From an optimization exercise on the open Yosys and OpenROAD flow, aimed at small area, a short achievable clock period and few clock cycles; shortcuts taken in it are not production practice.
In this exercise RTL edits were held to simulation tests only and were not proved equivalent to the original.
Power figures rest on the tool's default switching activity, not on a simulated workload.

==> flow/design.v <==
module alu(input [31:0] op1,op2,
           input sub,                  
           input sel_add, sel_slt, sel_xor, sel_or, sel_and, sel_sll, sel_sr,
           input arith,                
           output [31:0] result);
wire [31:0] sum = op1 + (sub ? ~op2 : op2) + {31'b0, sub};
wire lt = (op1[31] ^ op2[31]) ? op1[31] : sum[31];
wire [31:0] shl = op1 << op2[4:0];
wire signed [32:0] sext = {arith & op1[31], op1};
wire [32:0] shr_x = sext >>> op2[4:0];
wire [31:0] shr = shr_x[31:0];
assign result = ({32{sel_add}} & sum)
              | ({32{sel_slt}} & {31'b0, lt})
              | ({32{sel_xor}} & (op1 ^ op2))
              | ({32{sel_or}}  & (op1 | op2))
              | ({32{sel_and}} & (op1 & op2))
              | ({32{sel_sll}} & shl)
              | ({32{sel_sr}}  & shr);
endmodule
module regfile
             #(parameter DATAWIDTH = 32)
              (input clk, write,
               input [4:0] readReg1,
               input [4:0] readReg2,
               input [4:0] writeReg,
               input [DATAWIDTH-1:0] writeData,
               output [DATAWIDTH-1:0] readData1,
               output [DATAWIDTH-1:0] readData2);
reg [DATAWIDTH-1:0] register[31:1];  
always @(posedge clk)
     if(write && writeReg != 5'd0)
          register[writeReg] <= writeData;
assign readData1 = (readReg1 == 5'd0) ? {DATAWIDTH{1'b0}} : register[readReg1];
assign readData2 = (readReg2 == 5'd0) ? {DATAWIDTH{1'b0}} : register[readReg2];
endmodule
module datapath
             #(parameter [31:0] INITIAL_PC = 32'h00400000)
              (input clk,rst,
               input [31:0] instr,
               input [31:0] dReadData,
               output reg [31:0] PC,
               output reg [31:0] dAddress,
               output reg [31:0] dWriteData,
               output reg MemWrite,MemRead);
localparam [6:0] OP_R = 7'b0110011, OP_I = 7'b0010011, OP_L = 7'b0000011,
                 OP_S = 7'b0100011, OP_B = 7'b1100011;
reg [31:0] pc_i;       
reg        v_i;        
reg        v_d;
reg [31:0] ir_d, pc_d;
reg        redir_d;    
reg        v_e, we_e, ld_e, st_e, br_e, pred_e;
reg [4:0]  rd_e;
reg [31:0] a_e, b_e, s_e, alt_e;
reg        sub_e, sel_add_e, sel_slt_e, sel_xor_e, sel_or_e, sel_and_e, sel_sll_e, sel_sr_e, arith_e;
reg        we_m, ld_m;
reg [4:0]  rd_m;
reg        we_w, ld_w;
reg [4:0]  rd_w;
reg [31:0] res_w;
wire [6:0] opc_d = ir_d[6:0];
wire d_r = opc_d == OP_R;
wire d_i = opc_d == OP_I;
wire d_l = opc_d == OP_L;
wire d_s = opc_d == OP_S;
wire d_b = opc_d == OP_B;
wire [4:0] rs1_d = ir_d[19:15];
wire [4:0] rs2_d = ir_d[24:20];
wire [4:0] rd_d  = ir_d[11:7];
wire [2:0] f3_d  = ir_d[14:12];
wire [6:0] f7_d  = ir_d[31:25];
wire use1_d = d_r | d_i | d_l | d_s | d_b;
wire use2_d = d_r | d_s | d_b;
wire wr_d   = (d_r | d_i | d_l) & (rd_d != 5'd0);
wire [31:0] imm_i = {{20{ir_d[31]}}, ir_d[31:20]};
wire [31:0] imm_s = {{20{ir_d[31]}}, ir_d[31:25], ir_d[11:7]};
wire [31:0] imm_b = {{19{ir_d[31]}}, ir_d[31], ir_d[7], ir_d[30:25], ir_d[11:8], 1'b0};
wire [31:0] imm_d = d_s ? imm_s : imm_i;
wire alu_d = d_r | d_i;
wire op_slt = alu_d & (f3_d == 3'b010);
wire op_xor = alu_d & (f3_d == 3'b100);
wire op_or  = alu_d & (f3_d == 3'b110);
wire op_and = alu_d & (f3_d == 3'b111);
wire op_sll = alu_d & (f3_d == 3'b001);
wire op_srl = alu_d & (f3_d == 3'b101) & (f7_d == 7'b0000000);
wire op_sra = alu_d & (f3_d == 3'b101) & (f7_d == 7'b0100000);
wire op_sub = alu_d & (f3_d == 3'b000) & (f7_d == 7'b0100000);
wire op_add = ~(op_slt | op_xor | op_or | op_and | op_sll | op_srl | op_sra);
wire pred_d   = d_b & ((rs1_d == rs2_d) | ir_d[31]);
wire [31:0] target_d = pc_d + imm_b;
wire [31:0] pc4_d    = pc_d + 32'd4;
wire        wen_w;
wire [31:0] wdata_w = ld_w ? dReadData : res_w;
wire [31:0] rf1, rf2;
assign wen_w = we_w;
regfile R_F(.clk(clk), .write(wen_w), .readReg1(rs1_d), .readReg2(rs2_d),
            .writeReg(rd_w), .writeData(wdata_w), .readData1(rf1), .readData2(rf2));
wire [31:0] alu_out;
alu A_L_U(.op1(a_e), .op2(b_e), .sub(sub_e),
          .sel_add(sel_add_e), .sel_slt(sel_slt_e), .sel_xor(sel_xor_e), .sel_or(sel_or_e),
          .sel_and(sel_and_e), .sel_sll(sel_sll_e), .sel_sr(sel_sr_e), .arith(arith_e),
          .result(alu_out));
wire eq_e = (a_e == s_e);
wire mispredict = v_e & br_e & (eq_e != pred_e);
wire f1_e = v_e & we_e & (rd_e == rs1_d);
wire f1_m = we_m & (rd_m == rs1_d);
wire f1_w = we_w & (rd_w == rs1_d);
wire f2_e = v_e & we_e & (rd_e == rs2_d);
wire f2_m = we_m & (rd_m == rs2_d);
wire f2_w = we_w & (rd_w == rs2_d);
wire [31:0] rs1_old = f1_m ? dAddress : f1_w ? wdata_w : rf1;
wire [31:0] rs2_old = f2_m ? dAddress : f2_w ? wdata_w : rf2;
wire [31:0] rs1_v   = f1_e ? alu_out : rs1_old;
wire [31:0] rs2_v   = f2_e ? alu_out : rs2_old;
wire stall_d = v_d & ((use1_d & ((f1_e & ld_e) | (f1_m & ld_m))) |
                      (use2_d & ((f2_e & ld_e) | (f2_m & ld_m))));
wire pred_redirect = v_d & pred_d & ~redir_d;
wire        redirect = mispredict | pred_redirect | (stall_d & v_i);
wire [31:0] new_pc   = mispredict ? alt_e : pred_redirect ? target_d : pc_i;
always @(posedge clk) begin
     if (rst) begin
          PC  <= INITIAL_PC;
          v_i <= 1'b0;
     end else begin
          PC  <= redirect ? new_pc : PC + 32'd4;
          v_i <= ~redirect;
     end
     pc_i <= PC;
end
always @(posedge clk) begin
     if (rst | mispredict)
          v_d <= 1'b0;
     else if (stall_d)
          redir_d <= redir_d | pred_redirect;
     else begin
          v_d     <= v_i & ~pred_redirect;
          ir_d    <= instr;
          pc_d    <= pc_i;
          redir_d <= 1'b0;
     end
end
always @(posedge clk) begin
     if (rst | mispredict | stall_d)
          v_e <= 1'b0;
     else
          v_e <= v_d;
     we_e      <= wr_d;
     ld_e      <= d_l;
     st_e      <= d_s;
     br_e      <= d_b;
     pred_e    <= pred_d;
     rd_e      <= rd_d;
     a_e       <= rs1_v;
     b_e       <= (d_r | d_b) ? rs2_v : imm_d;
     s_e       <= rs2_v;
     alt_e     <= pred_d ? pc4_d : target_d;
     sub_e     <= op_sub | op_slt;
     sel_add_e <= op_add | op_sub;
     sel_slt_e <= op_slt;
     sel_xor_e <= op_xor;
     sel_or_e  <= op_or;
     sel_and_e <= op_and;
     sel_sll_e <= op_sll;
     sel_sr_e  <= op_srl | op_sra;
     arith_e   <= op_sra;
end
always @(posedge clk) begin
     if (rst) begin
          MemRead  <= 1'b0;
          MemWrite <= 1'b0;
          we_m     <= 1'b0;
     end else begin
          MemRead  <= v_e & ld_e;
          MemWrite <= v_e & st_e;
          we_m     <= v_e & we_e;
     end
     ld_m       <= ld_e;
     rd_m       <= rd_e;
     dAddress   <= alu_out;
     dWriteData <= s_e;
end
always @(posedge clk) begin
     if (rst)
          we_w <= 1'b0;
     else
          we_w <= we_m;
     ld_w  <= ld_m;
     rd_w  <= rd_m;
     res_w <= dAddress;
end
endmodule
module top_proc
             #(parameter INITIAL_PC = 32'h00400000)
              (input clk,rst,
               input [31:0] instr,
               input [31:0] dReadData,
               output [31:0] PC,
               output [31:0] dAddress,
               output [31:0] dWriteData,
               output MemWrite,MemRead);
datapath #(.INITIAL_PC(INITIAL_PC)) D_P(
    .clk(clk), .rst(rst), .instr(instr), .dReadData(dReadData),
    .PC(PC), .dAddress(dAddress), .dWriteData(dWriteData),
    .MemWrite(MemWrite), .MemRead(MemRead));
endmodule
==> flow/run.sh <==
#!/bin/bash
# synth_recipe.tcl (not shown) runs the flow's synth.tcl, then flattens the netlist and writes it again
# the make line also repeats each setting of config.mk as NAME=value (left out here)
make -C /OpenROAD-flow-scripts/flow DESIGN_CONFIG=/design/flow/config.mk WORK_HOME=/design/flow/orfs CLKGATE_MAP_FILE= SYNTH_SCRIPT=/design/flow/synth_recipe.tcl finish
==> flow/config.mk <==
export PLATFORM = sky130hd
export DESIGN_NAME = top_proc
export DESIGN_NICKNAME = top_proc
export VERILOG_FILES = /design/flow/design.v
export SDC_FILE = /design/flow/constraint.sdc
export NUM_CORES = 8
export LEC_CHECK = 0
export CAP_MARGIN = 20
export CORE_MARGIN = 2
export CORE_UTILIZATION = 40
export SLEW_MARGIN = 20
==> flow/constraint.sdc <==
create_clock -name core_clock -period 12.0 [get_ports {clk}]
set_input_delay 2.4000 -clock core_clock [delete_from_list [all_inputs] [get_ports {clk}]]
set_output_delay 2.4000 -clock core_clock [all_outputs]
set_load 0.01 [all_outputs]
==> reports/results.ini, run 1 <==
[route]
highest_layer=met5
num_vias=45500
dr.pass1.iters=5
met3_wirelength_mm=17.0
post-route-drc-count=0
via_per_inst=6.21
wire_per_inst_um=30.8
antenna_left=0
drt_iter0_markers=5461
finalWirelength_mm=226
wl_met1_mm=89.9
wl_met2_mm=109

[logic_synthesis]
synth_ff_type=edfxtp_1
synth_cell_types=78
synth_area_leader_cell=edfxtp_1
synth_common_cells=edfxtp_1 (1057), mux4_2 (595), dfxtp_1 (336)
avgSynthCellArea_um2=14.4
syn_inst=4837
synth_area_um2=69800
synth_edf_count=1057
yosysMostFrequentCell=edfxtp_1
async_reset_ff_share_pct=0
ys_seq_area_share_pct=55.1
yosysWarnings=2
yosys-top-cells-area=edfxtp_1 (45%), mux4_2 (19%), dfxtp_1 (9.6%), mux2i_1 (3.0%), ha_1 (2.3%)
yosys_register_bits=1393
synthDominantCellAreaShare_pct=45.5

[die]
die_w_um=422
initial_core_util_pct=40.2
row_count=153
die_h_um=422
ioPinCount=164
die_area_um2=178000
core_um2=174000

[placed_design]
dp_hpwl_mm=142
pre_cts_slack_ps=6160
place.gp.congestion=0.961
dpl.cell_count=7057
port_buffers=163

[grt]
globalRouteTotalUtil_pct=25.0
grt_max_degree=130
grt_overflow=0
grt_pass1_vias=44500
antenna_found_initial=10
grt_pass1_wl_mm=323

[pwr]
p_sw_uw=4280
p_int_uw=9790
p_leak_uw=0.0268
p_per_area_nw_per_um2=178
peakVddDrop_v=0.000165
p_comb_share_pct=21.0
clkPwrFrac_pct=33.6
pwr-share-seq_pct=45.5
sw_frac_of_total_pct=30.4

[sta]
holdWs_ps=355
fmax_ghz=0.197
tightest_slew_ps=1110
finClkSkew_ps=30.2
hold_viol_final=0
period_share_pct=42.3
finalSetupTns_ps=0
slew_headroom_pct=25.6
finalWorstSetupSlack_ps=6930
setup_viol=0
rsz0062_at_grt=false
period_needed_ps=5070
maxSlewViolCount=0

[job]
drv_cap=0

[final_layout]
area_growth_pct=13.0
stdcell_count=7326
ff_latch_area_um2=38500
drive_gt1_share_pct=21.6
multiInputGateArea_um2=29700
fin_nets=5080
fillers=15200

[clock_network]
cts.path.max_buffers=3
tritoncts=built
cts-root-buf=clkbuf_16
clkTransAtPathRegs_ps=60
ctsHtreeMaxLevel=4
clk_latency_ps=810
postCtsSetupBuffers=0
ctsResizeCount=0
cts.sinks=1393
holdBufCountCts=0
numCtsBuffers=150

[setup_path]
path_class=in2reg
cp.required_ps=12430
cp-start-kind=input port
worstSetupEndpointType=flip-flop
cp_max_fo=47
crit_arrival_ps=5500

[worst_hold_path]
hp-class=reg2reg

[status]
outcome=no timing/DRC/antenna violations

==> worst max-delay path, stage by stage <==
cell,delay (ps)
clkdlybuf4s50_1,820
or3_1,570
inv_2,100
nand2b_1,370
inv_2,530
buf_4,650
==> worst paths after layout <==
| path | start | end | slack (ps) | cells after the start |
|---|---|---|---|---|
| setup / recovery | rst | D_P.ir_d[20] | 6930 | 6 |
| hold / removal | D_P.s_e[7] | D_P.dWriteData[7] | 360 | 0 |
| setup reg to reg | D_P.a_e[1] | D_P.ir_d[20] | 6990 | 10 |
| hold reg to reg | D_P.s_e[7] | D_P.dWriteData[7] | 360 | 0 |
==> flip-flops by register name, indices dropped and copies added (netlist names), 5 cells and up, named ones only <==
register / flops
D_P.R_F.register: 992
D_P.rd_e: 5
D_P.dAddress: 32
D_P.b_e: 32
D_P.pc_i: 32
D_P.rd_m: 5
D_P.ir_d: 32
D_P.a_e: 32
D_P.res_w: 32
D_P.alt_e: 32
D_P.pc_d: 32
D_P.s_e: 32
D_P.dWriteData: 32
D_P.rd_w: 5
D_P.PC: 32
==> metrics by stage <==
stage                     util (%)  instance area (µm²)  total power, µW
after floorplan                  -                69800             8070
after global placement        42.6                73900             9370
after detailed placement      42.6                73900             9400
after CTS                     45.5                78900            14100
after global routing          45.5                78900            14500
final                         45.5                78900            14100
==> cells by family (layout without fill, tap and decap cells) <==
| group | after synthesis | in the layout | synth area share, % |
|---|---|---|---|
| compound gates | 894 | 894 | 8.34 |
| simple gates | 865 | 865 | 5.54 |
| other cells | 0 | 2 | 0 |
| xor+xnor | 203 | 203 | 2.57 |
| fa+ha+maj | 129 | 129 | 2.33 |
| flops | 1393 | 1393 | 55.1 |
| buf+inv | 480 | 642 | 2.83 |
| mux | 873 | 873 | 23.3 |
==> power by group through the flow <==
stage	clock network, µW	logic (µW)	registers [µW]
finish	4720	2950	6390
CTS	4780	2920	6390
detailed placement	0	2920	6490
global route	4960	3150	6400
floorplan	0	1870	6200
global placement	0	2880	6490
==> final cells by class <==
class | instances | area share, %
diodes | 2 | 0.00634
clock buffers | 196 | 5.38
clock inverters | 70 | 0.915
inverters | 117 | 0.556
multi-input cells | 2964 | 37.6
flip-flops and latches | 1393 | 48.8
well taps | 2325 | 3.69
repair buffers | 259 | 3.07
==> layer usage <==
metal | vias to the layer above | global-route usage [%]
li1 | 19300 | -
met1 | 23700 | 33.5
met2 | 2091 | 40.5
met3 | 428 | 3.96
met4 | 6 | 10.6
met5 | - | 0
==> cells in the final DEF (no fill, tap or decap), types with 46 or more instances in the layout <==
master / netlist / final
clkdlybuf4s50_1: 0 / 163
nand3_1: 57 / 56
buf_4: 23 / 90
nor2_1: 321 / 295
mux2_2: 71 / 71
mux4_2: 595 / 595
dfxtp_1: 336 / 320
ha_1: 127 / 127
clkbuf_16: 0 / 160
o211ai_1: 61 / 61
xnor2_1: 77 / 77
a21o_1: 46 / 46
a21oi_1: 233 / 233
o21ai_0: 182 / 182
xor2_1: 125 / 125
edfxtp_1: 1057 / 1057
a211oi_1: 115 / 115
inv_1: 114 / 113
nand2_1: 266 / 265
mux2i_1: 207 / 207
Testbench counts, summed over its fixed seeds: cycles 39,465.
==> run 2, diff against run 1 <==
--- a/flow/design.v
+++ b/flow/design.v
@@ -1,3 +1,5 @@
-module alu(input [31:0] op1,op2,
-           input sub,                  
+module alu(input [31:0] op1,
+           input [31:0] op2x,          
+           input [4:0]  shamt,         
+           input sub,
            input sel_add, sel_slt, sel_xor, sel_or, sel_and, sel_sll, sel_sr,
@@ -5,13 +7,39 @@
            output [31:0] result);
-wire [31:0] sum = op1 + (sub ? ~op2 : op2) + {31'b0, sub};
-wire lt = (op1[31] ^ op2[31]) ? op1[31] : sum[31];
-wire [31:0] shl = op1 << op2[4:0];
+wire [31:0] g0 = op1 & op2x;
+wire [31:0] p0 = op1 ^ op2x;
+wire [31:0] G [0:5];
+wire [31:0] P [0:5];
+assign G[0] = {g0[31:1], g0[0] | (p0[0] & sub)};
+assign P[0] = p0;
+genvar l, i;
+generate for (l = 0; l < 5; l = l + 1) begin : lv
+  for (i = 0; i < 32; i = i + 1) begin : bt
+    if (i >= (1 << l)) begin : pr
+      assign G[l+1][i] = G[l][i] | (P[l][i] & G[l][i - (1 << l)]);
+      assign P[l+1][i] = P[l][i] & P[l][i - (1 << l)];
+    end else begin : pa
+      assign G[l+1][i] = G[l][i];
+      assign P[l+1][i] = P[l][i];
+    end
+  end
+end endgenerate
+wire [31:0] carry = {G[5][30:0], sub};
+wire [31:0] add_hi = {32{sel_add}} & ~p0;
+wire [31:0] add_lo = {32{sel_add}} & p0;
+wire [31:0] sum_sel;
+generate for (i = 0; i < 32; i = i + 1) begin : sm
+  assign sum_sel[i] = carry[i] ? add_hi[i] : add_lo[i];
+end endgenerate
+wire slt_hi = sel_slt & op1[31] & op2x[31];
+wire slt_lo = sel_slt & (op1[31] | op2x[31]);
+wire lt_sel = carry[31] ? slt_hi : slt_lo;
+wire [31:0] shl = op1 << shamt;
 wire signed [32:0] sext = {arith & op1[31], op1};
-wire [32:0] shr_x = sext >>> op2[4:0];
+wire [32:0] shr_x = sext >>> shamt;
 wire [31:0] shr = shr_x[31:0];
-assign result = ({32{sel_add}} & sum)
-              | ({32{sel_slt}} & {31'b0, lt})
-              | ({32{sel_xor}} & (op1 ^ op2))
-              | ({32{sel_or}}  & (op1 | op2))
-              | ({32{sel_and}} & (op1 & op2))
+assign result = sum_sel
+              | {31'b0, lt_sel}
+              | ({32{sel_xor}} & p0)
+              | ({32{sel_or}}  & (op1 | op2x))
+              | ({32{sel_and}} & g0)
               | ({32{sel_sll}} & shl)
@@ -26,4 +54,4 @@
                input [DATAWIDTH-1:0] writeData,
-               output [DATAWIDTH-1:0] readData1,
-               output [DATAWIDTH-1:0] readData2);
+               output reg [DATAWIDTH-1:0] readData1,
+               output reg [DATAWIDTH-1:0] readData2);
 reg [DATAWIDTH-1:0] register[31:1];  
@@ -32,4 +60,11 @@
           register[writeReg] <= writeData;
-assign readData1 = (readReg1 == 5'd0) ? {DATAWIDTH{1'b0}} : register[readReg1];
-assign readData2 = (readReg2 == 5'd0) ? {DATAWIDTH{1'b0}} : register[readReg2];
+integer k;
+always @(*) begin
+     readData1 = {DATAWIDTH{1'b0}};
+     readData2 = {DATAWIDTH{1'b0}};
+     for (k = 1; k < 32; k = k + 1) begin
+          readData1 = readData1 | ({DATAWIDTH{readReg1 == k}} & register[k]);
+          readData2 = readData2 | ({DATAWIDTH{readReg2 == k}} & register[k]);
+     end
+end
 endmodule
@@ -52,4 +87,4 @@
 reg        v_e, we_e, ld_e, st_e, br_e, pred_e;
-reg [4:0]  rd_e;
-reg [31:0] a_e, b_e, s_e, alt_e;
+reg [4:0]  rd_e, sh_e;
+reg [31:0] a_e, bx_e, s_e, alt_e;
 reg        sub_e, sel_add_e, sel_slt_e, sel_xor_e, sel_or_e, sel_and_e, sel_sll_e, sel_sr_e, arith_e;
@@ -74,2 +109,3 @@
 wire wr_d   = (d_r | d_i | d_l) & (rd_d != 5'd0);
+wire b_rs2  = d_r | d_b;           
 wire [31:0] imm_i = {{20{ir_d[31]}}, ir_d[31:20]};
@@ -88,2 +124,3 @@
 wire op_add = ~(op_slt | op_xor | op_or | op_and | op_sll | op_srl | op_sra);
+wire sub_d  = op_sub | op_slt;
 wire pred_d   = d_b & ((rs1_d == rs2_d) | ir_d[31]);
@@ -91,10 +128,8 @@
 wire [31:0] pc4_d    = pc_d + 32'd4;
-wire        wen_w;
 wire [31:0] wdata_w = ld_w ? dReadData : res_w;
 wire [31:0] rf1, rf2;
-assign wen_w = we_w;
-regfile R_F(.clk(clk), .write(wen_w), .readReg1(rs1_d), .readReg2(rs2_d),
+regfile R_F(.clk(clk), .write(we_w), .readReg1(rs1_d), .readReg2(rs2_d),
             .writeReg(rd_w), .writeData(wdata_w), .readData1(rf1), .readData2(rf2));
 wire [31:0] alu_out;
-alu A_L_U(.op1(a_e), .op2(b_e), .sub(sub_e),
+alu A_L_U(.op1(a_e), .op2x(bx_e), .shamt(sh_e), .sub(sub_e),
           .sel_add(sel_add_e), .sel_slt(sel_slt_e), .sel_xor(sel_xor_e), .sel_or(sel_or_e),
@@ -110,6 +145,21 @@
 wire f2_w = we_w & (rd_w == rs2_d);
-wire [31:0] rs1_old = f1_m ? dAddress : f1_w ? wdata_w : rf1;
-wire [31:0] rs2_old = f2_m ? dAddress : f2_w ? wdata_w : rf2;
-wire [31:0] rs1_v   = f1_e ? alu_out : rs1_old;
-wire [31:0] rs2_v   = f2_e ? alu_out : rs2_old;
+wire s1_e  = f1_e;
+wire s1_m  = ~f1_e & f1_m;
+wire s1_ld = ~f1_e & ~f1_m & f1_w & ld_w;
+wire s1_rw = ~f1_e & ~f1_m & f1_w & ~ld_w;
+wire s1_rf = ~f1_e & ~f1_m & ~f1_w;
+wire s2_e  = f2_e;
+wire s2_m  = ~f2_e & f2_m;
+wire s2_ld = ~f2_e & ~f2_m & f2_w & ld_w;
+wire s2_rw = ~f2_e & ~f2_m & f2_w & ~ld_w;
+wire s2_rf = ~f2_e & ~f2_m & ~f2_w;
+wire [31:0] rs1_old = ({32{s1_m}} & dAddress) | ({32{s1_rw}} & res_w) | ({32{s1_rf}} & rf1);
+wire [31:0] rs2_old = ({32{s2_m}} & dAddress) | ({32{s2_rw}} & res_w) | ({32{s2_rf}} & rf2);
+wire [31:0] rs1_v = ({32{s1_e}} & alu_out) | ({32{s1_ld}} & dReadData) | rs1_old;
+wire [31:0] rs2_v = ({32{s2_e}} & alu_out) | ({32{s2_ld}} & dReadData) | rs2_old;
+wire        bx_e_alu = b_rs2 & s2_e;
+wire        bx_ld    = b_rs2 & s2_ld;
+wire [31:0] bx_old   = b_rs2 ? rs2_old : imm_d;
+wire [31:0] bx_pre   = ({32{bx_e_alu}} & alu_out) | ({32{bx_ld}} & dReadData) | bx_old;
+wire [31:0] bx_d     = bx_pre ^ {32{sub_d}};
 wire stall_d = v_d & ((use1_d & ((f1_e & ld_e) | (f1_m & ld_m))) |
@@ -132,9 +182,11 @@
           v_d <= 1'b0;
-     else if (stall_d)
+     else if (~stall_d)
+          v_d <= v_i & ~pred_redirect;
+     if (stall_d)
           redir_d <= redir_d | pred_redirect;
-     else begin
-          v_d     <= v_i & ~pred_redirect;
-          ir_d    <= instr;
-          pc_d    <= pc_i;
+     else
           redir_d <= 1'b0;
+     if (~stall_d) begin
+          ir_d <= instr;
+          pc_d <= pc_i;
      end
@@ -153,6 +205,6 @@
      a_e       <= rs1_v;
-     b_e       <= (d_r | d_b) ? rs2_v : imm_d;
+     bx_e      <= bx_d;
      s_e       <= rs2_v;
      alt_e     <= pred_d ? pc4_d : target_d;
-     sub_e     <= op_sub | op_slt;
+     sub_e     <= sub_d;
      sel_add_e <= op_add | op_sub;
@@ -165,2 +217,4 @@
      arith_e   <= op_sra;
+     if (op_sll | op_srl | op_sra)
+          sh_e <= bx_pre[4:0];
 end
==> flow/flow/run.sh (new file) <==
#!/bin/bash
# Layout flow: the standard ORFS flow, with repair_timing asked for more
# setup slack than the clock needs, so that it keeps improving the critical
# paths. The clock period and constraints are the design's own.
set -euo pipefail
bash standard.sh SETUP_SLACK_MARGIN=8 finish > flow_standard.log 2>&1
==> flow/standard.sh (new file) <==
#!/bin/bash
# synth_recipe.tcl (not shown) runs the flow's synth.tcl, then flattens the netlist and writes it again
# the make line also repeats each setting of config.mk as NAME=value (left out here)
make -C /OpenROAD-flow-scripts/flow DESIGN_CONFIG=/design/flow/config.mk WORK_HOME=/design/flow/orfs CLKGATE_MAP_FILE= SYNTH_SCRIPT=/design/flow/synth_recipe.tcl "${@:-finish}"
removed: flow/run.sh
==> run 2 against run 1 <==
Net effect: register-to-register slack better by 900 ps; clock-buffer cell count is 15 lower; non-clock buffer count up 98; total power is 11% lower; die area shrank 7.1%; sequential share of layout area increased by 2.6 points; fmax is 23% higher; routed wire length is 38% higher; utilization grew 1.2 points; combinational power is 42% lower; global-route usage up 12 points; synthesized cell count up 9.9%; largest cell class unchanged; highest routed layer unchanged.
==> reports/results.ini, run 2 <==
[status]
outcome=no timing/DRC/antenna violations

[grt]
antenna_found_initial=15  ; +5
grt_pass1_wl_mm=420  ; +30%
globalRouteTotalUtil_pct=36.6  ; +12 points
grt_max_degree=62  ; -52%
grt_pass1_vias=52500  ; +18%
grt_overflow=0  ; unchanged

[logic_synthesis]
async_reset_ff_share_pct=0  ; unchanged
avgSynthCellArea_um2=12.2  ; -16%
synth_area_leader_cell=edfxtp_1
synth_cell_types=86  ; +10%
yosys-top-cells-area=edfxtp_1 (49%), dfxtp_1 (10%), a22oi_1 (7.3%), mux4_2 (2.3%), a22o_1 (2.2%)
ys_seq_area_share_pct=59.3  ; +4.2 points
synthDominantCellAreaShare_pct=49.2  ; +3.7 points
yosysWarnings=3  ; +1
yosys_register_bits=1388  ; -0.36%
synth_edf_count=1061  ; +0.38%
synth_area_um2=64800  ; -7.2%
synth_ff_type=edfxtp_1
yosysMostFrequentCell=edfxtp_1
syn_inst=5316  ; +9.9%
synth_common_cells=edfxtp_1 (1061), a22oi_1 (632), nand2_1 (348)

[sta]
setup_viol=0  ; unchanged
rsz0062_at_grt=true
finClkSkew_ps=45.0  ; +14.8 ps
tightest_slew_ps=1300  ; +189 ps
period_share_pct=34.3  ; -8.0 points
fmax_ghz=0.243  ; +23%
period_needed_ps=4110  ; -961 ps
maxSlewViolCount=0  ; unchanged
finalSetupTns_ps=0  ; unchanged
hold_viol_final=0  ; unchanged
slew_headroom_pct=13.2  ; -12 points

[final_layout]
final_common_cell=edfxtp_1
stdcell_count=7720  ; +5.4%
drive_gt1_share_pct=13.6  ; -8.0 points
stdcell_area_um2=75000  ; -5.0%
final_cell_mix=edfxtp_1 (1061), a22oi_1 (632), nand2_1 (346)
area_growth_pct=15.7
largest_reg_flops=992  ; unchanged
post-route-util_pct=46.6  ; +1.2 points
fin_nets=5597  ; +10%
top_register=D_P.R_F.register

[route]
finalWirelength_mm=311  ; +38%
antenna_left=0  ; unchanged
wire_per_inst_um=40.3  ; +31%
via_per_inst=7.26  ; +17%
num_vias=56000  ; +23%
dr.pass1.iters=13  ; +8
post-route-drc-count=0  ; unchanged
drt_iter0_markers=12300  ; +120%

[clock_network]
clkTransAtPathRegs_ps=70  ; about the same
cts.sinks=1388  ; -0.36%
cts.path.max_buffers=3  ; unchanged
holdBufCountCts=0  ; unchanged
numCtsBuffers=147  ; -2.0%
tritoncts=built
cts-root-buf=clkbuf_16
ctsHtreeMaxLevel=4  ; unchanged
clk_latency_ps=850  ; +40 ps

[setup_path]
cp.required_ps=12770  ; +340 ps
r2r-start=D_P.ir_d[23]
crit_arrival_ps=4890  ; -610 ps
cp_max_fo=27  ; -43%
reg2reg_depth=12  ; +2
worstSetupEndpointType=flip-flop
cp-start-kind=flip-flop
path_class=reg2reg
reg2reg_setup_slack_ps=7890  ; +900 ps
timing.rr.end=D_P.bx_e[22]

[pwr]
p_int_uw=8950  ; -8.6%
clkPwrFrac_pct=38.0  ; +4.4 points
p_comb_share_pct=13.8  ; -7.2 points
sw_frac_of_total_pct=28.3  ; -2.1 points
p_total_uw=12500  ; -11%
p_per_area_nw_per_um2=167  ; -6.5%
pwr-share-seq_pct=48.2  ; +2.7 points
p_leak_uw=0.0260  ; -3.0%
p_sw_uw=3540  ; -17%
peakVddDrop_v=0.000159  ; -4.0%

[die]
die_w_um=407  ; -3.6%
initial_core_util_pct=40.3  ; +0.10 points
ioPinCount=164  ; unchanged
die_area_um2=165000  ; -7.1%
die_h_um=407  ; -3.6%
core_um2=161000  ; -7.4%
row_count=147  ; -3.9%

[worst_hold_path]
hp-class=reg2reg
holdCritStartpoint=D_P.ld_m
min_to=D_P.ld_w
hold_depth=0  ; unchanged

[placed_design]
place.gp.congestion=1.01  ; +5.1%
dp_hpwl_mm=181  ; +28%
dpl_cell_area_um2=69600  ; -5.9%
port_buffers=163  ; unchanged
dpl.cell_count=7412  ; +5.0%

[job]
drv_cap=0  ; unchanged

==> run 2: through the flow <==
step / hold slack [ps] / worst slack (ps)
2_1_floorplan: 324 / 8160
6_report: 356 / 7890
3_3_place_gp: 342 / 7040
5_1_grt: 368 / 7840
3_5_place_dp: 350 / 7000
4_1_cts: 358 / 7870
==> run 2: cell type report <==
cell class	instances	area (µm²)
inverters	129	488
fillers	14400	85800
clock buffers	181	3970
diodes	6	15.0
well taps	2160	2700
repair buffers	357	3020
flip-flops and latches	1388	38500
repair inverters	1	5.00
clock inverters	88	937
multi-input cells	3410	25300
==> run 2: timing repair <==
item,in CTS,in global routing
pin swaps,2,5
endpoints found under the setup margin,158,46
buffers inserted,11,21
gates resized for setup,190,42
gates cloned,0,1
==> run 2: power groups by stage <==
stage / clock [µW] / sequential [µW] / combinational, µW
2_1_floorplan: 0 / 5920 / 889
3_3_place_gp: 0 / 6100 / 1630
3_5_place_dp: 0 / 6100 / 1650
4_1_cts: 4730 / 6010 / 1620
5_1_grt: 4920 / 6030 / 1780
6_report: 4740 / 6020 / 1720
==> run 2: cell families after synthesis <==
group / Yosys count / synth area share, %
AO/OA/AOI/OAI: 1647 / 18.9
XOR/XNOR: 191 / 2.58
adder cells (fa/ha/maj): 97 / 1.88
buffers and inverters: 518 / 3.16
flip-flops: 1388 / 59.3
multiplexers: 191 / 4.54
AND/OR/NAND/NOR: 1284 / 9.63
==> run 2: worst max path at each step <==
stage	startpoint	endpoint	slack (ps)	depth (start not counted)
2_1_floorplan	dReadData[4]	D_P.bx_e[4]	8160	7
6_report	D_P.ir_d[23]	D_P.bx_e[22]	7890	12
3_3_place_gp	dReadData[27]	D_P.bx_e[27]	7040	8
5_1_grt	D_P.ir_d[24]	D_P.bx_e[27]	7840	11
3_5_place_dp	dReadData[27]	D_P.bx_e[27]	7000	8
4_1_cts	dReadData[27]	D_P.bx_e[27]	7870	8
==> run 2: worst max-delay path: stages, from the launching register on <==
cell and delay, ps:
edfxtp_1 330, buf_4 380, nand3b_1 400, nor2_4 640, buf_4 690, a22oi_1 140
nand2_1 110, nor4_1 60, buf_4 130, a21oi_1 630, o31ai_1 170, a21oi_1 190
xor2_1 150
==> run 2: per-layer routing <==
metal	vias up	global-route usage, %	part of all wire (%)
li1	21500	-	-
met1	27400	48.9	36
met2	5744	48.3	38
met3	1414	16.6	18
met4	20	21.2	7.6
met5	-	0.446	0.14
Testbench counts of run 2, summed over its fixed seeds: cycles 39,465.
==> run 3, diff against run 2 <==
--- a/flow/design.v
+++ b/flow/design.v
@@ -50,4 +50,6 @@
               (input clk, write,
-               input [4:0] readReg1,
-               input [4:0] readReg2,
+               input [3:0] read1_hi,
+               input [7:0] read1_lo,
+               input [3:0] read2_hi,
+               input [7:0] read2_lo,
                input [4:0] writeReg,
@@ -60,9 +62,20 @@
           register[writeReg] <= writeData;
-integer k;
+integer g, j;
+reg [DATAWIDTH-1:0] grp1 [0:3];
+reg [DATAWIDTH-1:0] grp2 [0:3];
 always @(*) begin
+     for (g = 0; g < 4; g = g + 1) begin
+          grp1[g] = {DATAWIDTH{1'b0}};
+          grp2[g] = {DATAWIDTH{1'b0}};
+          for (j = 0; j < 8; j = j + 1)
+               if (g * 8 + j != 0) begin
+                    grp1[g] = grp1[g] | ({DATAWIDTH{read1_lo[j]}} & register[g * 8 + j]);
+                    grp2[g] = grp2[g] | ({DATAWIDTH{read2_lo[j]}} & register[g * 8 + j]);
+               end
+     end
      readData1 = {DATAWIDTH{1'b0}};
      readData2 = {DATAWIDTH{1'b0}};
-     for (k = 1; k < 32; k = k + 1) begin
-          readData1 = readData1 | ({DATAWIDTH{readReg1 == k}} & register[k]);
-          readData2 = readData2 | ({DATAWIDTH{readReg2 == k}} & register[k]);
+     for (g = 0; g < 4; g = g + 1) begin
+          readData1 = readData1 | ({DATAWIDTH{read1_hi[g]}} & grp1[g]);
+          readData2 = readData2 | ({DATAWIDTH{read2_hi[g]}} & grp2[g]);
      end
@@ -85,6 +98,7 @@
 reg [31:0] ir_d, pc_d;
-reg        redir_d;    
+reg [3:0]  rs1_hi_d, rs2_hi_d;    
+reg [7:0]  rs1_lo_d, rs2_lo_d;
 reg        v_e, we_e, ld_e, st_e, br_e, pred_e;
 reg [4:0]  rd_e, sh_e;
-reg [31:0] a_e, bx_e, s_e, alt_e;
+reg [31:0] a_e, bx_e, s_e;    
 reg        sub_e, sel_add_e, sel_slt_e, sel_xor_e, sel_or_e, sel_and_e, sel_sll_e, sel_sr_e, arith_e;
@@ -109,3 +123,2 @@
 wire wr_d   = (d_r | d_i | d_l) & (rd_d != 5'd0);
-wire b_rs2  = d_r | d_b;           
 wire [31:0] imm_i = {{20{ir_d[31]}}, ir_d[31:20]};
@@ -130,3 +143,4 @@
 wire [31:0] rf1, rf2;
-regfile R_F(.clk(clk), .write(we_w), .readReg1(rs1_d), .readReg2(rs2_d),
+regfile R_F(.clk(clk), .write(we_w),
+            .read1_hi(rs1_hi_d), .read1_lo(rs1_lo_d), .read2_hi(rs2_hi_d), .read2_lo(rs2_lo_d),
             .writeReg(rd_w), .writeData(wdata_w), .readData1(rf1), .readData2(rf2));
@@ -137,3 +151,3 @@
           .result(alu_out));
-wire eq_e = (a_e == s_e);
+wire eq_e = (a_e == s_e);    
 wire mispredict = v_e & br_e & (eq_e != pred_e);
@@ -159,5 +173,6 @@
 wire [31:0] rs2_v = ({32{s2_e}} & alu_out) | ({32{s2_ld}} & dReadData) | rs2_old;
-wire        bx_e_alu = b_rs2 & s2_e;
-wire        bx_ld    = b_rs2 & s2_ld;
-wire [31:0] bx_old   = b_rs2 ? rs2_old : imm_d;
+wire [31:0] alt_d    = pred_d ? pc4_d : target_d;
+wire        bx_e_alu = d_r & s2_e;
+wire        bx_ld    = d_r & s2_ld;
+wire [31:0] bx_old   = d_b ? alt_d : d_r ? rs2_old : imm_d;
 wire [31:0] bx_pre   = ({32{bx_e_alu}} & alu_out) | ({32{bx_ld}} & dReadData) | bx_old;
@@ -166,5 +181,13 @@
                       (use2_d & ((f2_e & ld_e) | (f2_m & ld_m))));
-wire pred_redirect = v_d & pred_d & ~redir_d;
-wire        redirect = mispredict | pred_redirect | (stall_d & v_i);
-wire [31:0] new_pc   = mispredict ? alt_e : pred_redirect ? target_d : pc_i;
+reg  [18:0] hi_p1_i, hi_m1_i;      
+wire        i_br     = instr[6:0] == OP_B;
+wire        i_pred   = v_i & i_br & ((instr[19:15] == instr[24:20]) | instr[31]);
+wire [12:0] i_imm_lo = {instr[31], instr[7], instr[30:25], instr[11:8], 1'b0};
+wire [13:0] i_lo     = {1'b0, pc_i[12:0]} + {1'b0, i_imm_lo};
+wire [18:0] i_hi     = (i_lo[13] == instr[31]) ? pc_i[31:13] : i_lo[13] ? hi_p1_i : hi_m1_i;
+wire [31:0] i_target = {i_hi, i_lo[12:0]};
+wire        refetch  = stall_d & v_i;
+wire        take_i   = i_pred & ~mispredict & ~refetch;
+wire        redirect = mispredict | refetch | i_pred;
+wire [31:0] pc_other = mispredict ? bx_e : refetch ? pc_i : PC + 32'd4;
 always @(posedge clk) begin
@@ -174,6 +197,8 @@
      end else begin
-          PC  <= redirect ? new_pc : PC + 32'd4;
+          PC  <= take_i ? i_target : pc_other;
           v_i <= ~redirect;
      end
-     pc_i <= PC;
+     pc_i    <= PC;
+     hi_p1_i <= PC[31:13] + 19'd1;
+     hi_m1_i <= PC[31:13] - 19'd1;
 end
@@ -183,10 +208,10 @@
      else if (~stall_d)
-          v_d <= v_i & ~pred_redirect;
-     if (stall_d)
-          redir_d <= redir_d | pred_redirect;
-     else
-          redir_d <= 1'b0;
+          v_d <= v_i;
      if (~stall_d) begin
-          ir_d <= instr;
-          pc_d <= pc_i;
+          ir_d     <= instr;
+          pc_d     <= pc_i;
+          rs1_hi_d <= 4'b1 << instr[19:18];
+          rs1_lo_d <= 8'b1 << instr[17:15];
+          rs2_hi_d <= 4'b1 << instr[24:23];
+          rs2_lo_d <= 8'b1 << instr[22:20];
      end
@@ -207,3 +232,2 @@
      s_e       <= rs2_v;
-     alt_e     <= pred_d ? pc4_d : target_d;
      sub_e     <= sub_d;
==> flow/flow/run.sh (replaced) <==
#!/bin/bash
# Layout flow: the standard ORFS flow (standard.sh) with these changes to
# how the layout is made; the clock period and constraints are the design's.
#  - repair_timing asks for 8 ns of setup slack (more than the clock needs),
#    so it keeps improving the critical paths; cells may change footprint
#  - 60% core utilisation; clock tree sinks clustered by up to 30 within
#    100 um; port buffers are buf_2 cells
set -euo pipefail
bash standard.sh \
  SETUP_SLACK_MARGIN=8 \
  MATCH_CELL_FOOTPRINT=0 \
  CORE_UTILIZATION=60 \
  CTS_CLUSTER_SIZE=30 \
  CTS_CLUSTER_DIAMETER=100 \
  "BUFFER_PORTS_ARGS=-buffer_cell sky130_fd_sc_hd__buf_2" \
  finish > flow_standard.log 2>&1
==> run 3 against run 2 <==
Net effect: still clean; fmax is 0.37% lower; final area fell by 4.2%; sequential power about the same; synthesized cell count rose by 6.3%; clock-buffer cell count shrank 113; register-to-register slack improved by 40 ps; first-iteration DRC count shrank 16%; critical endpoint is now D_P.PC[19]; largest cell class unchanged; largest power group unchanged.
==> reports/results.ini, run 3 <==
[die]
initial_core_util_pct=60.7  ; +20 points
row_count=122  ; -17%
core_um2=111000  ; -31%
die_h_um=339  ; -17%
ioPinCount=164  ; unchanged
die_w_um=339  ; -17%
die_area_um2=115000  ; -30%

[logic_synthesis]
synthSimpleGateAreaFrac_pct=8.32  ; -1.3 points
yosysMostFrequentCell=edfxtp_1
synth_cell_types=79  ; -8.1%
yosys_register_bits=1416  ; +2.0%
yosys-top-cells-area=edfxtp_1 (48%), a22oi_1 (11%), dfxtp_1 (9.8%), nand4_1 (2.1%), ha_1 (2.0%)
synth_edf_count=1085  ; +2.3%
synth_area_um2=67300  ; +3.9%
synthDominantCellAreaShare_pct=48.4  ; -0.77 points
synth-compound-area-share_pct=20.5  ; +1.6 points
ys_seq_area_share_pct=58.2  ; -1.0 points
synthXorXnorAreaFrac_pct=3.23  ; +0.64 points
yosysWarnings=5  ; +2
synth_top_family_by_area=compound AO/OA/AOI/OAI gates
async_reset_ff_share_pct=0  ; unchanged
synth_common_cells=edfxtp_1 (1085), a22oi_1 (1019), clkbuf_1 (356)
synthAdderAreaFrac_pct=2.10  ; +0.22 points
syn_inst=5651  ; +6.3%
synth_ff_type=edfxtp_1
synth_area_leader_cell=edfxtp_1
synth.area.mux_share_pct=3.89  ; -0.65 points
avgSynthCellArea_um2=11.9  ; -2.3%

[worst_hold_path]
hp-class=reg2reg
min_to=D_P.ld_w
holdCritStartpoint=D_P.ld_m
hold_depth=0  ; unchanged

[setup_path]
crit_arrival_ps=4780  ; -110 ps
crit_buf_inv=4  ; +1
path_class=in2reg
cp.required_ps=12650  ; -120 ps
worstSetupEndpointType=flip-flop
cp-start-kind=input port
timing.rr.end=D_P.a_e[24]
path_cells=buf_8 -> ha_4 -> inv_2 -> fa_2 -> nor2b_4 -> o21ai_4 -> a21oi_4 -> o211ai_1 -> nand3b_1 -> o211ai_1 -> buf_4 -> clkbuf_16 -> mux2i_1 -> mux2i_1 -> nor2_1 -> a211oi_1
cp_max_fo=4  ; -85%
cpPeakStageDelay_ps=380  ; -310 ps
r2r-start=D_P.rs1_lo_d[5]
crit_slowest_cell=fa_2
reg2reg_depth=9  ; -3
crit_family=compound AO/OA/AOI/OAI gates
reg2reg_setup_slack_ps=7930  ; +40 ps

[sta]
period_needed_ps=4130  ; +15.1 ps
tightest_slew_ps=1110  ; -191 ps
fmax_ghz=0.242  ; -0.37%
hold_viol_final=0  ; unchanged
period_share_pct=34.4  ; +0.13 points
finalWorstSetupSlack_ps=7870  ; -15.1 ps
maxSlewViolCount=0  ; unchanged
finClkSkew_ps=45.9  ; +0.931 ps
finalSetupTns_ps=0  ; unchanged
setup_viol=0  ; unchanged
rsz0062_at_grt=true
slew_headroom_pct=26.1  ; +13 points

[final_layout]
top_register=D_P.R_F.register
largest_reg_flops=992  ; unchanged
post-route-util_pct=64.8  ; +18 points
area_growth_pct=6.72
fin_nets=5737  ; +2.5%
final_common_cell=edfxtp_1
drive_gt1_share_pct=11.2  ; -2.4 points
fillers=8545  ; -41%
final_cell_mix=edfxtp_1 (1085), a22oi_1 (1019), dfxtp_1 (301)
stdcell_count=7071  ; -8.4%
multiInputGateArea_um2=26200  ; +3.6%
ff_latch_area_um2=39200  ; +1.9%

[grt]
grt_max_degree=119  ; +92%
globalRouteTotalUtil_pct=45.1  ; +8.5 points
grt_overflow=0  ; unchanged
grt_pass1_wl_mm=373  ; -11%
antenna_found_initial=11  ; -4
grt_pass1_vias=50700  ; -3.5%

[pwr]
p_sw_uw=3050  ; -14%
sw_frac_of_total_pct=29.9  ; +1.6 points
p_comb_share_pct=17.1  ; +3.3 points
peakVddDrop_v=0.000195  ; +23%
p_int_uw=7150  ; -20%
p_total_uw=10200  ; -18%
p_per_area_nw_per_um2=142  ; -15%
p_leak_uw=0.0244  ; -6.3%
pwr-share-seq_pct=59.4  ; +11 points
clkPwrFrac_pct=23.6  ; -14 points

[status]
outcome=no timing/DRC/antenna violations

[placed_design]
port_buffers=163  ; unchanged
pre_cts_slack_ps=6680  ; -322 ps
dpl.cell_count=6963  ; -6.1%
place.gp.congestion=1.06  ; +4.6%
dp_hpwl_mm=161  ; -11%

[route]
via_per_inst=7.79  ; +7.3%
dr.pass1.iters=10  ; -3
finalWirelength_mm=267  ; -14%
antenna_left=0  ; unchanged
drt_iter0_markers=10300  ; -16%
num_vias=55100  ; -1.7%
wire_per_inst_um=37.8  ; -6.2%
post-route-drc-count=0  ; unchanged

[clock_network]
ctsHtreeMaxLevel=2  ; -2
clk_latency_ps=770  ; -80 ps
clkTransAtPathRegs_ps=110  ; +40 ps
cts.path.max_buffers=3  ; unchanged
tritoncts=built
numCtsBuffers=55  ; -63%
cts-root-buf=clkbuf_16
cts.sinks=1416  ; +2.0%

[job]
drv_cap=0  ; unchanged

-- run 3: metal layers --
layer  up-vias  track usage (%)  wire (µm)
met5         -                0        241
met4        16             22.7      17400
met2      5194             63.0     109000
met1     26600             62.7      94200
met3       956             15.3      45900
li1      22300                -          -
-- run 3: cell families after synthesis --
group	count (synthesis)
buffers and inverters	641
DFF	1416
muxes	193
and+or+nand+nor	1123
xor gates and xnor gates	248
adders and majority gates	112
AOI/OAI and AO/OA	1918
-- run 3: through the flow --
stage | instance area, µm² | hold slack, ps
2_1_floorplan | 67400 | 344
3_3_place_gp | 69500 | 351
3_5_place_dp | 69600 | 347
4_1_cts | 71500 | 365
5_1_grt | 71900 | 373
6_report | 71900 | 370
-- run 3: power groups by stage --
stage          Combinational, µW  Sequential [µW]  Clock (µW)
2_1_floorplan                955             6000           0
3_3_place_gp                1610             6140           0
3_5_place_dp                1630             6140           0
4_1_cts                     1650             6030        2390
5_1_grt                     1820             6050        2550
6_report                    1740             6050        2400
-- run 3: worst max-delay path by stage --
stage / startpoint / end / slack, ps / cells after the start
2_1_floorplan: instr[8] / D_P.PC[22] / 7480 / 14
3_3_place_gp: instr[8] / D_P.PC[23] / 6820 / 14
3_5_place_dp: instr[8] / D_P.PC[13] / 6680 / 15
4_1_cts: instr[8] / D_P.PC[13] / 7880 / 15
5_1_grt: instr[8] / D_P.PC[31] / 7780 / 15
6_report: instr[8] / D_P.PC[19] / 7870 / 16
-- run 3: layout make-up --
class	instances	area share [%]
clock buffer	68	1.98
clock inverter	10	0.221
inverter	175	0.919
timing repair inverter	1	0.00696
antenna	3	0.0104
sequential	1416	54.6
timing repair buffer	316	3.16
multi-input combinational	3594	36.5
tap	1488	2.59
-- run 3: timing repair --
action                                  CTS  global route
endpoints found under the setup margin   83            62
setup buffers                            10            10
hold buffers                              0             0
gates resized for setup                  73            57
pin swaps                                16            19
hold endpoints to repair                  0             0
cloned                                    2             4
-- run 3: worst register-to-register path, stage by stage, from the launching register on --
cell	delay [ps]
edfxtp_1	750
buf_6	580
buf_4	560
buf_4	710
a22oi_1	250
nand4_1	190
a22oi_1	130
a21oi_1	620
a221oi_1	110
o21ai_0	100
Testbench counts of run 3, summed over its fixed seeds: cycles 37,429.
==> run 4, diff against run 3 <==
--- a/flow/design.v
+++ b/flow/design.v
@@ -82,2 +82,29 @@
 end
+endmodule
+module add13(input [12:0] a, b, output [12:0] s, output c);
+wire [12:0] G [0:4];
+wire [12:0] P [0:4];
+assign G[0] = a & b;
+assign P[0] = a ^ b;
+genvar l, i;
+generate for (l = 0; l < 4; l = l + 1) begin : lv
+  for (i = 0; i < 13; i = i + 1) begin : bt
+    if (i >= (1 << l)) begin : pr
+      assign G[l+1][i] = G[l][i] | (P[l][i] & G[l][i - (1 << l)]);
+      assign P[l+1][i] = P[l][i] & P[l][i - (1 << l)];
+    end else begin : pa
+      assign G[l+1][i] = G[l][i];
+      assign P[l+1][i] = P[l][i];
+    end
+  end
+end endgenerate
+assign s = P[0] ^ {G[4][11:0], 1'b0};
+assign c = G[4][12];
+endmodule
+module pcnext(input take, c, input [18:0] hi_c1, hi_c0, input [12:2] lo_t,
+              input [31:2] other, output [31:2] y);
+assign y = take ? {c ? hi_c1 : hi_c0, lo_t} : other;
+endmodule
+module ipred(input v, input [31:0] w, output p);
+assign p = v & (w[6:0] == 7'b1100011) & ((w[19:15] == w[24:20]) | w[31]);
 endmodule
@@ -182,20 +209,24 @@
 reg  [18:0] hi_p1_i, hi_m1_i;      
-wire        i_br     = instr[6:0] == OP_B;
-wire        i_pred   = v_i & i_br & ((instr[19:15] == instr[24:20]) | instr[31]);
+wire        i_pred;
+ipred I_PRED(.v(v_i), .w(instr), .p(i_pred));
 wire [12:0] i_imm_lo = {instr[31], instr[7], instr[30:25], instr[11:8], 1'b0};
-wire [13:0] i_lo     = {1'b0, pc_i[12:0]} + {1'b0, i_imm_lo};
-wire [18:0] i_hi     = (i_lo[13] == instr[31]) ? pc_i[31:13] : i_lo[13] ? hi_p1_i : hi_m1_i;
-wire [31:0] i_target = {i_hi, i_lo[12:0]};
+wire [12:0] i_lo;
+wire        i_c13;                   
+add13 I_ADD(.a(pc_i[12:0]), .b(i_imm_lo), .s(i_lo), .c(i_c13));
 wire        refetch  = stall_d & v_i;
-wire        take_i   = i_pred & ~mispredict & ~refetch;
+wire        take_i   = i_pred & ~rst & ~mispredict & ~refetch;
 wire        redirect = mispredict | refetch | i_pred;
-wire [31:0] pc_other = mispredict ? bx_e : refetch ? pc_i : PC + 32'd4;
-always @(posedge clk) begin
-     if (rst) begin
-          PC  <= INITIAL_PC;
+wire [31:0] pc_other = rst ? INITIAL_PC : mispredict ? bx_e : refetch ? pc_i : PC + 32'd4;
+wire [18:0] hi_c1    = instr[31] ? pc_i[31:13] : hi_p1_i;
+wire [18:0] hi_c0    = instr[31] ? hi_m1_i : pc_i[31:13];
+wire [31:0] pc_nx;
+pcnext PC_NX(.take(take_i), .c(i_c13), .hi_c1(hi_c1), .hi_c0(hi_c0), .lo_t(i_lo[12:2]),
+             .other(pc_other[31:2]), .y(pc_nx[31:2]));
+assign pc_nx[1:0] = take_i ? i_lo[1:0] : pc_other[1:0];
+always @(posedge clk) begin
+     PC <= pc_nx;
+     if (rst)
           v_i <= 1'b0;
-     end else begin
-          PC  <= take_i ? i_target : pc_other;
+     else
           v_i <= ~redirect;
-     end
      pc_i    <= PC;
==> flow/flow/run.sh (replaced) <==
#!/bin/bash
# Layout flow: the standard ORFS flow (standard.sh, with its synthesis
# script synth_recipe.tcl) with these changes to how the layout is made; the
# clock period and constraints are the design's.
#  - synthesis: no full/half-adder cell extraction (ADDER_MAP_FILE empty), and
#    the three small fetch modules (add13, pcnext, ipred) are mapped on their
#    own before the design is flattened, so the late instruction input stays
#    near the end of the next-PC logic; the registers are the same as the
#    standard synthesis's
#  - repair_timing asks for 8.5 ns of setup slack (more than the clock needs),
#    so it keeps improving the critical paths; cells may change footprint
#  - 60% core utilisation; clock tree sinks clustered by up to 25 within
#    100 um; port buffers are buf_2 cells
set -euo pipefail
bash standard.sh \
  ADDER_MAP_FILE= \
  "SYNTH_KEEP_MODULES=add13 pcnext ipred" \
  SETUP_SLACK_MARGIN=8.5 \
  MATCH_CELL_FOOTPRINT=0 \
  CORE_UTILIZATION=60 \
  CTS_CLUSTER_SIZE=25 \
  CTS_CLUSTER_DIAMETER=100 \
  "BUFFER_PORTS_ARGS=-buffer_cell sky130_fd_sc_hd__buf_2" \
  finish > flow_standard.log 2>&1
==> run 4 against run 3 <==
Net effect: still clean on timing, DRC and antenna; via count grew 3.2%; final cell count grew 1.5%; worst hold slack lost 2.4 ps; first-iteration DRC count grew 8.0%; sequential share of layout area shrank 2.0 points; critical path depth shrank 15; die area is essentially flat; area after synthesis is essentially flat; register-to-register slack gained 370 ps; clock-buffer cell count grew 14; critical endpoint is now PC[0]; largest cell class unchanged.
==> reports/results.ini, run 4 <==
[final_layout]
drive_gt1_share_pct=18.2  ; +7.0 points
final_common_cell=edfxtp_1
stdcell_area_um2=75100  ; +4.5%
multiInputGateArea_um2=27100  ; +3.5%
final_cell_mix=edfxtp_1 (1087), a22oi_1 (957), nand2_1 (331)
fin_nets=5727  ; -0.17%
ff_latch_area_um2=39500  ; +0.72%
largest_reg_flops=992  ; unchanged
area_growth_pct=11.5
stdcell_count=7180  ; +1.5%
top_register=D_P.R_F.register
fillers=8157  ; -4.5%

[logic_synthesis]
yosysMostFrequentCell=edfxtp_1
synthDominantCellAreaShare_pct=48.4  ; about the same
synth_ff_type=edfxtp_1
synth_cell_types=102  ; +29%
ys_seq_area_share_pct=58.2  ; about the same
yosys_register_bits=1416  ; unchanged
synth_area_um2=67400  ; about the same
synth_edf_count=1087  ; +0.18%
avgSynthCellArea_um2=11.9  ; about the same
yosys-top-cells-area=edfxtp_1 (48%), a22oi_1 (11%), dfxtp_1 (9.8%), mux4_2 (2.5%), xor2_1 (2.0%)
yosysWarnings=6  ; +1
async_reset_ff_share_pct=0  ; unchanged
synth_common_cells=edfxtp_1 (1087), a22oi_1 (962), clkbuf_1 (354)
syn_inst=5652  ; +0.018%
synth_area_leader_cell=edfxtp_1

[route]
drt_iter0_markers=11200  ; +8.0%
finalWirelength_mm=280  ; +4.8%
dr.pass1.iters=12  ; +2
post-route-drc-count=0  ; unchanged
via_per_inst=7.91  ; +1.6%
num_vias=56800  ; +3.2%
antenna_left=0  ; unchanged
wire_per_inst_um=39.0  ; +3.2%

[pwr]
peakVddDrop_v=0.000142  ; -27%
pwr-share-seq_pct=56.0  ; -3.4 points
p_int_uw=7520  ; +5.3%
sw_frac_of_total_pct=30.1  ; +0.25 points
p_sw_uw=3240  ; +6.6%
clkPwrFrac_pct=24.7  ; +1.1 points
p_total_uw=10800  ; +5.7%
p_comb_share_pct=19.2  ; +2.1 points
p_leak_uw=0.0242  ; -0.88%
p_per_area_nw_per_um2=143  ; +1.1%

[grt]
grt_use_met1_pct=64.4  ; +1.7 points
grt_most_used_layer=met1
grt_overflow=0  ; unchanged
antenna_found_initial=9  ; -2
globalRouteTotalUtil_pct=46.3  ; +1.2 points
grt_max_degree=129  ; +8.4%
grt_pass1_vias=52300  ; +3.2%
grt_pass1_wl_mm=384  ; +2.9%
gr-usage-met2_pct=63.4  ; +0.39 points
grtUsageMet3_pct=16.1  ; +0.84 points

[job]
drv_cap=0  ; unchanged

[die]
die_area_um2=115000  ; about the same
row_count=122  ; unchanged
ioPinCount=164  ; unchanged
core_um2=111000  ; unchanged
die_w_um=339  ; about the same
die_h_um=339  ; about the same
initial_core_util_pct=60.7  ; about the same

[setup_path]
cp-start-kind=flip-flop
crit_family=flip-flops
path_class=reg2out
worstSetupEndpointType=primary output
crit_slowest_cell=edfxtp_1
crit_arrival_ps=1320  ; -3460 ps
cp_max_fo=2  ; -2
cpPeakStageDelay_ps=460  ; +80 ps
cp.required_ps=9600  ; -3050 ps
crit_buf_inv=1  ; -3
path_cells=buf_2

[sta]
tightest_slew_ps=1120  ; +14.3 ps
maxSlewViolCount=0  ; unchanged
finalSetupTns_ps=0  ; unchanged
setup_viol=0  ; unchanged
rsz0062_at_grt=true
fmax_ghz=0.269  ; +11%
slew_headroom_pct=25.1  ; -0.96 points
hold_viol_final=0  ; unchanged
finClkSkew_ps=37.4  ; -8.58 ps
period_needed_ps=3720  ; -404 ps
period_share_pct=31.0  ; -3.4 points

[placed_design]
place.gp.congestion=1.05  ; -0.74%
dpl_cell_area_um2=69600  ; about the same
dp_hpwl_mm=159  ; -1.6%
dpl.cell_count=6915  ; -0.69%
port_buffers=163  ; unchanged

[clock_network]
cts-root-buf=clkbuf_16
cts.path.max_buffers=3  ; unchanged
holdBufCountCts=0  ; unchanged
numCtsBuffers=68  ; +24%
cts.sinks=1416  ; unchanged
clkTransAtPathRegs_ps=110  ; about the same
clk_latency_ps=710  ; -60 ps
ctsHtreeMaxLevel=3  ; +1
tritoncts=built

[worst_hold_path]
hp-class=reg2reg

[status]
outcome=no timing/DRC/antenna violations

-- run 4: cells by family after synthesis --
| kind of cell | Yosys count | synth area share [%] |
|---|---|---|
| muxes | 217 | 4.75 |
| other | 1 | 0.00556 |
| and+or+nand+nor | 1108 | 7.99 |
| buffers and inverters | 590 | 3.45 |
| adders and majority gates | 24 | 0.362 |
| DFF | 1416 | 58.2 |
| xor gates and xnor gates | 287 | 3.73 |
| AOI/OAI and AO/OA | 2009 | 21.5 |
-- run 4: worst paths after layout --
check / start / end / slack, ps / depth (start not counted)
max: D_P.PC[0] / PC[0] / 8280 / 1
max reg2reg: D_P.rs1_lo_d[4] / D_P.a_e[4] / 8300 / 8
min: D_P.ld_m / D_P.ld_w / 370 / 0
min reg2reg: D_P.ld_m / D_P.ld_w / 370 / 0
-- run 4: per-module statistics from Yosys (local to each module, per instance) --
module / times used / flops+latches
top_proc: 1 / 1416
add13: 1 / 0
pcnext: 1 / 0
ipred: 1 / 0
-- run 4: routing by layer --
layer  share of wire (%)  wire, µm  up-vias
li1                    -         -    22600
met1                  35     97800    27400
met2                  40    112000     5665
met3                  18     49400     1188
met4                 7.4     20900       13
met5               0.056       158        -
-- run 4: power groups by stage --
stage	Combinational [µW]	Sequential (µW)	Clock, µW
6_report	2070	6030	2660
5_1_grt	2120	6030	2810
4_1_cts	1890	6010	2640
3_5_place_dp	1690	6120	0
3_3_place_gp	1670	6120	0
2_1_floorplan	1000	5970	0
-- run 4: final cells by class --
| cell class | instances | share of cell area [%] |
|---|---|---|
| antenna | 8 | 0.0266 |
| inverter | 55 | 0.285 |
| multi-input combinational | 3656 | 36.1 |
| sequential | 1416 | 52.6 |
| timing repair buffer | 464 | 5.94 |
| tap | 1488 | 2.48 |
| clock buffer | 82 | 2.36 |
| clock inverter | 11 | 0.178 |
-- run 4: what timing repair did --
item | in CTS | in global routing
gates cloned | 16 | 16
resized for setup | 411 | 140
pin swaps | 26 | 43
setup endpoints to repair | 323 | 254
buffers inserted | 85 | 45
-- run 4: stage by stage --
| stage | utilization [%] | hold slack [ps] | setup WS (ps) |
|---|---|---|---|
| floorplan | - | 346 | 7740 |
| global placement | 62.7 | 351 | 6800 |
| detailed placement | 62.7 | 352 | 6800 |
| CTS | 66.5 | 368 | 8270 |
| global route | 67.7 | 381 | 8220 |
| finish | 67.7 | 368 | 8280 |
Testbench counts of run 4, summed over its fixed seeds: cycles 37,429.
==> run 5, diff against run 4 <==
--- a/flow/design.v
+++ b/flow/design.v
@@ -180,8 +180,3 @@
 wire mispredict = v_e & br_e & (eq_e != pred_e);
-wire f1_e = v_e & we_e & (rd_e == rs1_d);
-wire f1_m = we_m & (rd_m == rs1_d);
-wire f1_w = we_w & (rd_w == rs1_d);
-wire f2_e = v_e & we_e & (rd_e == rs2_d);
-wire f2_m = we_m & (rd_m == rs2_d);
-wire f2_w = we_w & (rd_w == rs2_d);
+reg f1_e, f1_m, f1_w, f2_e, f2_m, f2_w;
 wire s1_e  = f1_e;
@@ -240,2 +235,17 @@
           v_d <= v_i;
+     if (stall_d) begin
+          f1_e <= 1'b0;
+          f1_m <= f1_e;
+          f1_w <= f1_m;
+          f2_e <= 1'b0;
+          f2_m <= f2_e;
+          f2_w <= f2_m;
+     end else begin
+          f1_e <= v_d & wr_d & (instr[19:15] == rd_d);
+          f1_m <= v_e & we_e & (instr[19:15] == rd_e);
+          f1_w <= we_m & (instr[19:15] == rd_m);
+          f2_e <= v_d & wr_d & (instr[24:20] == rd_d);
+          f2_m <= v_e & we_e & (instr[24:20] == rd_e);
+          f2_w <= we_m & (instr[24:20] == rd_m);
+     end
      if (~stall_d) begin
--- a/flow/flow/run.sh
+++ b/flow/flow/run.sh
@@ -9,3 +9,3 @@
 #    standard synthesis's
-#  - repair_timing asks for 8.5 ns of setup slack (more than the clock needs),
+#  - repair_timing asks for 8.3 ns of setup slack (more than the clock needs),
 #    so it keeps improving the critical paths; cells may change footprint
@@ -17,3 +17,3 @@
   "SYNTH_KEEP_MODULES=add13 pcnext ipred" \
-  SETUP_SLACK_MARGIN=8.5 \
+  SETUP_SLACK_MARGIN=8.3 \
   MATCH_CELL_FOOTPRINT=0 \
==> run 5 against run 4 <==
Net effect: sequential share of layout area increased by 1.1 points; die area is 0.59% higher; flip-flop and latch count rose by 6; via count decreased by 0.60%; synthesized cell count increased by 0.85%; sequential power is essentially flat; critical endpoint is now D_P.PC[15]; largest cell class unchanged; highest routed layer unchanged.
==> reports/results.ini, run 5 <==
[logic_synthesis]
yosys-top-cells-area=edfxtp_1 (48%), a22oi_1 (11%), dfxtp_1 (9.9%), xnor2_1 (2.5%), a21oi_1 (2.3%)
syn_inst=5700  ; +0.85%
ys_seq_area_share_pct=58.0  ; -0.17 points
async_reset_ff_share_pct=0  ; unchanged
synth_common_cells=edfxtp_1 (1087), a22oi_1 (971), clkbuf_1 (384)
yosysWarnings=6  ; unchanged
yosysMostFrequentCell=edfxtp_1
synth_edf_count=1087  ; unchanged
synth_area_um2=67800  ; +0.60%
synth_area_leader_cell=edfxtp_1
avgSynthCellArea_um2=11.9  ; -0.25%
synth_ff_type=edfxtp_1
synth_cell_types=99  ; -2.9%
synthDominantCellAreaShare_pct=48.1  ; -0.29 points

[pwr]
p_sw_uw=3150  ; -3.0%
p_per_area_nw_per_um2=144  ; +0.24%
pwr-share-seq_pct=57.3  ; +1.3 points
sw_frac_of_total_pct=29.8  ; -0.36 points
clkPwrFrac_pct=25.2  ; +0.5 points

[die]
initial_core_util_pct=60.4  ; -0.38 points
core_um2=112000  ; +1.2%
row_count=123  ; +0.82%
die_w_um=340  ; +0.29%
die_area_um2=116000  ; +0.59%

[grt]
globalRouteTotalUtil_pct=45.9  ; -0.44 points
grt_overflow=0  ; unchanged
antenna_found_initial=12  ; +3
grt_pass1_vias=52100  ; -0.41%

[final_layout]
final_cell_mix=edfxtp_1 (1087), a22oi_1 (971), a21oi_1 (305)
area_growth_pct=8.57
top_register=D_P.R_F.register
fillers=8403  ; +3.0%
largest_reg_flops=992  ; unchanged
final_common_cell=edfxtp_1

[clock_network]
cts.sinks=1422  ; +0.42%
cts-root-buf=clkbuf_16
clk_latency_ps=710  ; about the same
cts.path.max_buffers=3  ; unchanged
numCtsBuffers=68  ; unchanged
tritoncts=built

[sta]
hold_viol_final=0  ; unchanged
maxSlewViolCount=0  ; unchanged
slew_headroom_pct=21.8  ; -3.4 points
period_share_pct=31.7  ; +0.66 points
tightest_slew_ps=1170  ; +53.3 ps
period_needed_ps=3800  ; +79.1 ps
fmax_ghz=0.263  ; -2.1%
finalSetupTns_ps=0  ; unchanged
rsz0062_at_grt=true

[route]
finalWirelength_mm=277  ; -1.3%
dr.pass1.iters=10  ; -2
num_vias=56500  ; -0.60%
via_per_inst=7.90  ; -0.18%
drt_iter0_markers=10300  ; -7.9%
wire_per_inst_um=38.7  ; -0.85%

[setup_path]
crit_buf_inv=2  ; +1
reg2reg_setup_slack_ps=8200  ; -100 ps
cp_max_fo=66  ; +64
cp-start-kind=flip-flop
crit_cells=13  ; +12
crit_slowest_cell=a21oi_2
crit_arrival_ps=4370  ; +3050 ps
worstSetupEndpointType=flip-flop
path_class=reg2reg
cpPeakStageDelay_ps=490  ; +30 ps
path_cells=buf_4 -> xnor2_1 -> nand4_1 -> nor4_1 -> nand2_1 -> xnor2_1 -> and3_2 -> clkbuf_8 -> a211oi_4 -> a21oi_2 -> nor2_1 -> nor2_1 -> a21oi_1

[placed_design]
port_buffers=163  ; unchanged
place.gp.congestion=1.04  ; -0.37%
dp_hpwl_mm=164  ; +3.2%

[job]
drv_cap=0  ; unchanged

[status]
outcome=no timing/DRC/antenna violations

-- run 5: changes by cell type after synthesis, moves of 51 or more --
| cell | delta |
|---|---|
| xnor2_1 | +63 |
| nand4_1 | +61 |
| a21oi_1 | +63 |
| nand2_1 | -66 |
| xor2_1 | -55 |
| a41oi_1 | -51 |
-- run 5: worst paths after layout --
check | startpoint | end
setup / recovery | D_P.a_e[12] | D_P.PC[15]
hold / removal | D_P.s_e[10] | D_P.dWriteData[10]
setup reg to reg | D_P.a_e[12] | D_P.PC[15]
hold reg to reg | D_P.s_e[10] | D_P.dWriteData[10]
-- run 5: final cells by class --
cell class / count / area (µm²) / area share [%]
multi-input cells: 3684 / 27000 / 36.7
clock inverters: 9 / 159 / 0.216
clock buffers: 90 / 1780 / 2.42
well taps: 1500 / 1880 / 2.55
repair buffers: 379 / 2970 / 4.03
flip-flops and latches: 1422 / 39600 / 53.7
inverters: 61 / 238 / 0.323
diodes: 5 / 12.5 / 0.0170
-- run 5: modules after synthesis (local to each module, per instance) --
module    flip-flops and latches  area, µm²  times used
pcnext                         0        536           1
top_proc                    1422      66500           1
add13                          0        643           1
ipred                          0       93.8           1
-- run 5: routing by layer --
layer / routed length, µm / up-vias / track usage (%)
met1: 96800 / 27300 / 63.2
met4: 20100 / 12 / 25.4
li1: - / 22600 / -
met5: 104 / - / 0.204
met3: 47000 / 1116 / 15.2
met2: 113000 / 5470 / 64.1
-- run 5: stage by stage --
step / setup WS [ps] / std cells / hold WS [ps] / util (%) / instance area (µm²)
finish: 8200 / 7150 / 370 / 65.5 / 73600
global route: 8170 / 7145 / 372 / 65.5 / 73600
CTS: 8210 / 7104 / 370 / 64.8 / 72800
detailed placement: 7180 / 6976 / 357 / 62.3 / 70000
global placement: 7220 / 6975 / 349 / 62.3 / 70000
floorplan: 7740 / 5702 / 343 / - / 67900
-- run 5: timing repair --
action                     4_1_cts  5_1_grt
setup endpoints to repair      203       95
hold buffers                     0        0
pin swaps                       17       22
setup buffers                   24       33
gates cloned                     5        8
gates resized for setup        209      100
-- run 5: cells by family (layout without fill, tap and decap cells) --
family / count (synthesis) / count (layout) / synth area share, %
AOI/OAI and AO/OA: 2024 / 2024 / 21.4
xor gates and xnor gates: 295 / 295 / 3.81
adders and majority gates: 24 / 24 / 0.356
buffers and inverters: 600 / 539 / 3.50
DFF: 1422 / 1422 / 58.0
muxes: 230 / 231 / 4.91
other: 1 / 8 / 0.00553
and+or+nand+nor: 1104 / 1107 / 7.96
-- run 5: power by group through the flow --
stage,clock network [µW],registers [µW],logic (µW)
after floorplan,0,6000,983
after global placement,0,6130,1670
after detailed placement,0,6130,1690
after CTS,2650,6040,1730
after global routing,2820,6060,1910
final,2670,6060,1850
Testbench counts of run 5, summed over its fixed seeds: cycles 37,429.

Check on run 5: ideal ports give 8.198 ns setup slack; a clkbuf_16 on the clock port and buf_2 on the inputs give 8.198 ns; moving port delays by the midpoint clock arrival (0.762 ns) as well gives 7.570 ns.
